Source: an optimization exercise on an open RTL-to-GDS flow (aim: small area, a short achievable clock period and few clock cycles per item). Production flows keep margins and buffers that such runs may drop.
In this exercise RTL edits were held to simulation tests only and were not proved equivalent to the original.
No activity file was given, so power comes from the tool's default toggle rates.

**flow/run.sh**
```bash
#!/bin/bash
# synth_recipe.tcl (not shown) runs the flow's synth.tcl, then flattens the netlist and writes it again
# the make line also repeats each setting of config.mk as NAME=value (left out here)
make -C /OpenROAD-flow-scripts/flow DESIGN_CONFIG=/design/flow/config.mk WORK_HOME=/design/flow/orfs CLKGATE_MAP_FILE= SYNTH_SCRIPT=/design/flow/synth_recipe.tcl finish
```
**flow/config.mk**
```make
export PLATFORM = sky130hd
export DESIGN_NAME = spiral
export DESIGN_NICKNAME = spiral
export VERILOG_FILES = /design/flow/design.v
export SDC_FILE = /design/flow/constraint.sdc
export NUM_CORES = 4
export LEC_CHECK = 0
export CAP_MARGIN = 20
export CORE_MARGIN = 2
export CORE_UTILIZATION = 50
export SETUP_SLACK_MARGIN = 0.8
export SLEW_MARGIN = 20
```
**flow/design.v**
```verilog
module spiral #(
  parameter DATA_WIDTH = 8,
  parameter R_WIDTH  = 3,
  parameter C_WIDTH  = 3
)
(
  input  logic                  clk,
  input  logic                  rstn,
  input  logic [R_WIDTH-1:0]    row,  
  input  logic [C_WIDTH-1:0]    col,  
  input  logic [DATA_WIDTH-1:0] data_in,
  input  logic                  data_in_valid,
  output logic                  data_in_rdy,
  output logic [DATA_WIDTH-1:0] data_out,
  output logic                  data_out_valid,
  input  logic                  data_out_rdy
);
  localparam int N = 7;
  logic [DATA_WIDTH-1:0] mem [0:N-1][0:N-1];
  logic [N-1:0]          full [0:N-1];
  logic [2:0] wi, wj;
  logic       wo;
  logic [2:0] wpi, wpj;           
  logic       wfire;
  logic       w_eor, w_eom;       
  logic [2:0] wi_n, wj_n;         
  logic       wo_n;
  logic [2:0] npi, npj;           
  logic       first_w;
  assign wpi   = wo ? 3'(6 - wi) : wi;
  assign wpj   = wo ? 3'(6 - wj) : wj;
  assign wfire = data_in_valid && data_in_rdy;
  assign w_eor = (wj == 3'(col - 3'd1));
  assign w_eom = w_eor && (wi == 3'(row - 3'd1));
  assign first_w = (wi == 3'd0) && (wj == 3'd0);
  always_comb begin
    wi_n = wi; wj_n = wj + 3'd1; wo_n = wo;
    if (w_eor) begin
      wj_n = 3'd0;
      wi_n = wi + 3'd1;
      if (w_eom) begin
        wi_n = 3'd0;
        wo_n = ~wo;
      end
    end
  end
  assign npi = wo_n ? 3'(6 - wi_n) : wi_n;
  assign npj = wo_n ? 3'(6 - wj_n) : wj_n;
  logic [1:0] qn;
  logic [5:0] q0, q1;
  localparam logic [1:0] D_R = 2'd0, D_D = 2'd1, D_L = 2'd2, D_U = 2'd3;
  logic       ract, ro;
  logic [2:0] ri, rj, rt, rb, rl, rr;
  logic [1:0] rdir;
  logic [2:0] rpi, rpj;
  logic       rfire, rdone, can_rd;
  assign can_rd = ract && full[rpi][rpj];
  assign rfire  = can_rd && (!data_out_valid || data_out_rdy);
  logic [2:0] ri_n, rj_n, rt_n, rb_n, rl_n, rr_n;
  logic [1:0] rdir_n;
  always_comb begin
    ri_n = ri; rj_n = rj; rt_n = rt; rb_n = rb; rl_n = rl; rr_n = rr;
    rdir_n = rdir; rdone = 1'b0;
    case (rdir)
      D_R: if (rj != rr) rj_n = rj + 3'd1;
           else begin
             rt_n = rt + 3'd1; rdone = (rt == rb); rdir_n = D_D; ri_n = ri + 3'd1;
           end
      D_D: if (ri != rb) ri_n = ri + 3'd1;
           else begin
             rr_n = rr - 3'd1; rdone = (rl == rr); rdir_n = D_L; rj_n = rj - 3'd1;
           end
      D_L: if (rj != rl) rj_n = rj - 3'd1;
           else begin
             rb_n = rb - 3'd1; rdone = (rb == rt); rdir_n = D_U; ri_n = ri - 3'd1;
           end
      default: if (ri != rt) ri_n = ri - 3'd1;
           else begin
             rl_n = rl + 3'd1; rdone = (rl == rr); rdir_n = D_R; rj_n = rj + 3'd1;
           end
    endcase
  end
  logic       rstart;
  logic [5:0] rshape;
  logic       qpop;
  always_comb begin
    rstart = 1'b0; rshape = q0; qpop = 1'b0;
    if (!ract || (rfire && rdone)) begin
      if (qn != 2'd0) begin
        rstart = 1'b1; qpop = 1'b1;
      end else if (wfire && first_w) begin
        rstart = 1'b1; rshape = {row, col};
      end
    end
  end
  always_ff @(posedge clk or negedge rstn) begin
    if (!rstn) begin
      wi <= '0; wj <= '0; wo <= 1'b0;
      data_in_rdy <= 1'b1;
      qn <= '0; q0 <= '0; q1 <= '0;
      ract <= 1'b0; ro <= 1'b0;
      ri <= '0; rj <= '0; rt <= '0; rb <= '0; rl <= '0; rr <= '0; rdir <= D_R;
      rpi <= '0; rpj <= '0;
      data_out_valid <= 1'b0;
      for (int i = 0; i < N; i++) full[i] <= '0;
    end else begin
      if (wfire) begin
        wi <= wi_n; wj <= wj_n; wo <= wo_n;
        data_in_rdy <= !full[npi][npj] && !((npi == wpi) && (npj == wpj));
      end else begin
        data_in_rdy <= !full[wpi][wpj];
      end
      begin
        logic push;
        push = wfire && first_w && !(rstart && qn == 2'd0);
        case ({push, qpop})
          2'b10: begin
            if (qn == 2'd0) q0 <= {row, col}; else q1 <= {row, col};
            qn <= qn + 2'd1;
          end
          2'b01: begin q0 <= q1; qn <= qn - 2'd1; end
          2'b11: begin
            if (qn == 2'd1) q0 <= {row, col};
            else begin q0 <= q1; q1 <= {row, col}; end
          end
          default: ;
        endcase
      end
      if (rstart) begin
        ract <= 1'b1;
        ro   <= ract ? ~ro : ro;
        ri <= '0; rj <= '0; rt <= '0; rl <= '0; rdir <= D_R;
        rb <= rshape[5:3] - 3'd1;
        rr <= rshape[2:0] - 3'd1;
        rpi <= (ract ? ~ro : ro) ? 3'd6 : 3'd0;
        rpj <= (ract ? ~ro : ro) ? 3'd6 : 3'd0;
      end else if (rfire) begin
        if (rdone) begin
          ract <= 1'b0;
          ro   <= ~ro;
        end
        ri <= ri_n; rj <= rj_n; rt <= rt_n; rb <= rb_n; rl <= rl_n; rr <= rr_n;
        rdir <= rdir_n;
        rpi <= ro ? 3'(6 - ri_n) : ri_n;
        rpj <= ro ? 3'(6 - rj_n) : rj_n;
      end
      if (rfire) data_out_valid <= 1'b1;
      else if (data_out_rdy) data_out_valid <= 1'b0;
      for (int i = 0; i < N; i++)
        for (int j = 0; j < N; j++) begin
          if (wfire && wpi == 3'(i) && wpj == 3'(j)) full[i][j] <= 1'b1;
          else if (rfire && rpi == 3'(i) && rpj == 3'(j)) full[i][j] <= 1'b0;
        end
    end
  end
  always_ff @(posedge clk) begin
    for (int i = 0; i < N; i++)
      for (int j = 0; j < N; j++)
        if (wfire && wpi == 3'(i) && wpj == 3'(j)) mem[i][j] <= data_in;
    if (rfire) data_out <= mem[rpi][rpj];
  end
endmodule
```
**flow/constraint.sdc**
```tcl
create_clock -name core_clock -period 7.0 [get_ports {clk}]
set_input_delay 1.4000 -clock core_clock [delete_from_list [all_inputs] [get_ports {clk}]]
set_output_delay 1.4000 -clock core_clock [all_outputs]
set_load 0.01 [all_outputs]
```
==> summary.txt <==
status finished clean; RSZ-0062 raised after global routing no; Via density 6.75; final slew viol count 0; Worst-path clk slew 0.06 ns; commonest non-fill, non-tap cell in the layout edfxtp_1; layout cells sized above 1 9.83%; DRC viols 0; total CTS buffers 50; Final period util 79.0%; Ys Warns 3; ys async rst share 19.7%; final hold vios 0; mean post-synth cell area 13.2 um^2; Post-CTS Setup Inserts 0; 1st-iter DRT viols 2674; r2r startpoint rpi[0]; Final HPWL DP 50.9 mm; max_cap viols 0; crit end category flip-flop; CTS Hold Buffers Added 0; setup_tns 0 ns; P_leak 8.56 nW; clk root buf clkbuf_16; worst skew pair latency 0.60 ns; Peak Freq 181 MHz; worst setup path endpoint data_out[2]; reg2reg setup slack 1.47 ns; initial antenna violation count 1; post-synthesis register bit count 498; Initial Util 51.0%; Pre-antenna DRT Iters 6; largest net degree at the start of global routing 68; Die W 214 um; synthesized cell area 0.0220 mm^2; Setup Viol. Count Final 0; # resized after CTS 0; WL/cell 31.8 um; Routed Antenna Nets 0; Worst Setup SP rpi[0]; CP Data Required Time 7.33 ns; clock sinks 498; Synth Net Count 1741; Post-synth EDFFs 400; Final nets 1809; total power 12.9 mW; Rows 76; all-layer global routing usage 32.8%; Yosys cell types 86; via count 15972; Slew @ Worst Pin 1.23 ns; Die Span Y 214 um; Main synth FF type edfxtp_1; CTS tree yes; H-tree Lvls 2; filler instances 3598; Placer Congestion 0.991; clk_skew 0.0234 ns; Placeable Area 0.0433 mm^2; # IOs 28; total die area 0.0458 mm^2; commonest non-fill, non-tap cells in the layout 400 x edfxtp_1, 149 x nor2_1, 140 x a22oi_1; Post-Syn Instances 1674; Antenna diodes 0; Pwr Density 525 mW/mm^2; worst vdd ir 250 uV; RR Endpoint data_out[2]; Setup Crit Path Kind flip-flop to flip-flop; Final min period 5.53 ns; vias in the first global route 14953; first-pass GRT wire length 108 mm; Worst Setup Start Kind flip-flop; final core occ 57.0%; grt total ovfl 0; count of buffers from port buffering 27; clk buf depth 3; largest fanout on the critical path 16; Relative slew margins 17.7%; Routed WL 75.2 mm; Hold Path Class flip-flop to flip-flop; worst path arrival time 5.86 ns; post-synthesis sequential area ratio 65.6%; Reg2Reg Depth 14; Syn-to-layout area delta 11.8%
cell usage after synthesis (all sizes together), types with 3 or more instances:
master / count / share of area (%)
nand3b: 4 / 0.14
nor3: 18 / 0.43
a221o: 9 / 0.41
buf: 13 / 0.33
a32oi: 4 / 0.16
or2: 3 / 0.085
a22oi: 140 / 4.8
mux2: 22 / 1.1
nand3: 41 / 0.95
nand2: 114 / 1.9
a21oi: 37 / 0.84
mux2i: 29 / 1.3
a21o: 5 / 0.17
a22o: 41 / 1.6
a31oi: 10 / 0.28
fa: 4 / 0.36
nand2b: 9 / 0.26
nor2: 160 / 2.8
inv: 38 / 0.65
nor4: 4 / 0.11
or4: 5 / 0.17
o21ai: 139 / 3.2
a311oi: 3 / 0.12
o22ai: 6 / 0.17
and2: 7 / 0.20
nor2b: 14 / 0.40
o221ai: 4 / 0.19
a222oi: 7 / 0.32
or3: 4 / 0.14
clkinv: 3 / 0.051
ha: 45 / 2.6
a221oi: 44 / 1.7
o32ai: 3 / 0.12
and3: 10 / 0.31
dfrtp: 97 / 11
nand4: 35 / 0.99
a211oi: 12 / 0.54
a2111oi: 6 / 0.24
xor2: 21 / 0.83
clkbuf: 43 / 0.74
xnor2: 29 / 1.2
edfxtp: 400 / 54
o211ai: 5 / 0.17
layout make-up:
class	count	area (um^2)	area share, %
clock buffers	66	1380	5.58
clock inverters	24	124	0.503
inverters	41	154	0.624
multi-input cells	1079	7230	29.3
flip-flops and latches	498	14500	58.7
well taps	585	732	2.97
repair buffers	72	566	2.29
kinds of logic (layout without fill, tap and decap cells):
group	count (synthesis)	count (layout)	synth area share, %
AND/OR/NAND/NOR	431	431	8.99
AO/OA/AOI/OAI	495	495	16.0
multiplexers	52	52	2.54
buffers and inverters	97	203	1.76
XOR/XNOR	52	52	2.23
flip-flops	498	498	65.6
adder cells (fa/ha/maj)	49	49	2.92
worst max-delay path, cell delays in order (launching register included):
cell      delay [ns]
dfrtp_1         0.60
inv_1           0.24
ha_1            0.34
ha_1            0.27
ha_1            0.22
fa_1            0.46
a21o_1          0.19
a21oi_1         0.24
xnor2_1         0.13
nand2_1         0.49
nor2_1          0.37
buf_4           0.28
a221oi_1        0.46
nand4_1         0.37
or4_1           0.60
sequential cells by signal, summed over array words and instances, names as in the netlist, 6 cells and up:
register  flops
full         49
q1            6
data_out      8
q0            6
mem         392
power breakdown:
part / leakage, nW / switching (mW) / internal [mW]
Clock: 0.744 / 1.13 / 1.38
Combinational: 2.98 / 4.36 / 1.98
Sequential: 4.84 / 0.428 / 3.67
routing by layer:
metal	routed length, um	vias to the layer above	share of wire [%]	GRT usage, %
met5	15	-	0.020	0
met4	1980	2	2.6	9.42
met3	10000	130	13	9.36
met2	31300	1035	42	45.5
met1	31900	8090	42	50.0
li1	-	6715	-	-
worst min-delay path by stage:
stage | start | depth (start not counted) | slack, ns | endpoint
2_1_floorplan | qn[1] | 2 | 0.45 | qn[1]
3_3_place_gp | q1[4] | 2 | 0.47 | q1[4]
3_5_place_dp | q1[3] | 2 | 0.47 | q1[3]
4_1_cts | q1[3] | 2 | 0.49 | q1[3]
5_1_grt | q1[4] | 2 | 0.53 | q1[4]
6_report | q1[3] | 2 | 0.48 | q1[3]
per-stage QoR:
stage          std cells  instance area (um^2)  worst slack, ns  hold WS (ns)
2_1_floorplan       1674                 22000             2.35         0.450
3_3_place_gp        2271                 23100             1.41         0.470
3_5_place_dp        2273                 23100             1.31         0.471
4_1_cts             2363                 24600             1.60         0.486
5_1_grt             2365                 24600             1.33         0.534
6_report            2365                 24600             1.47         0.482
Testbench counts, summed over its fixed seeds: cycles 9,614, items 8,134.

## static timing again, ports no longer ideal
The flow's constraints put no driver on any port. The routed layout listed below was extracted and timed again, unchanged, in two steps.
Step 1: set_driving_cell puts a clkbuf_16 on clk and a buf_2 on each other input, an assumption about the parent block.
Step 2 moves the port delays by t, midway between the first and last clock arrival at a register: inputs arrive t later, outputs are due t later. That takes back most of the time a late clock gives input paths.
a / b / c = ideal ports / drivers / drivers and shift; a / b = the first two.
t, ns: 0.643
setup WS [ns]: 1.472 / 1.472 / 1.258
worst setup path at the end: input to register
clock arrival spread, ns: 0.025 / 0.025
After both steps setup and hold are still met in this run. The setup slack of this run moves by 0.000 ns with the drivers and by -0.214 ns with both steps.
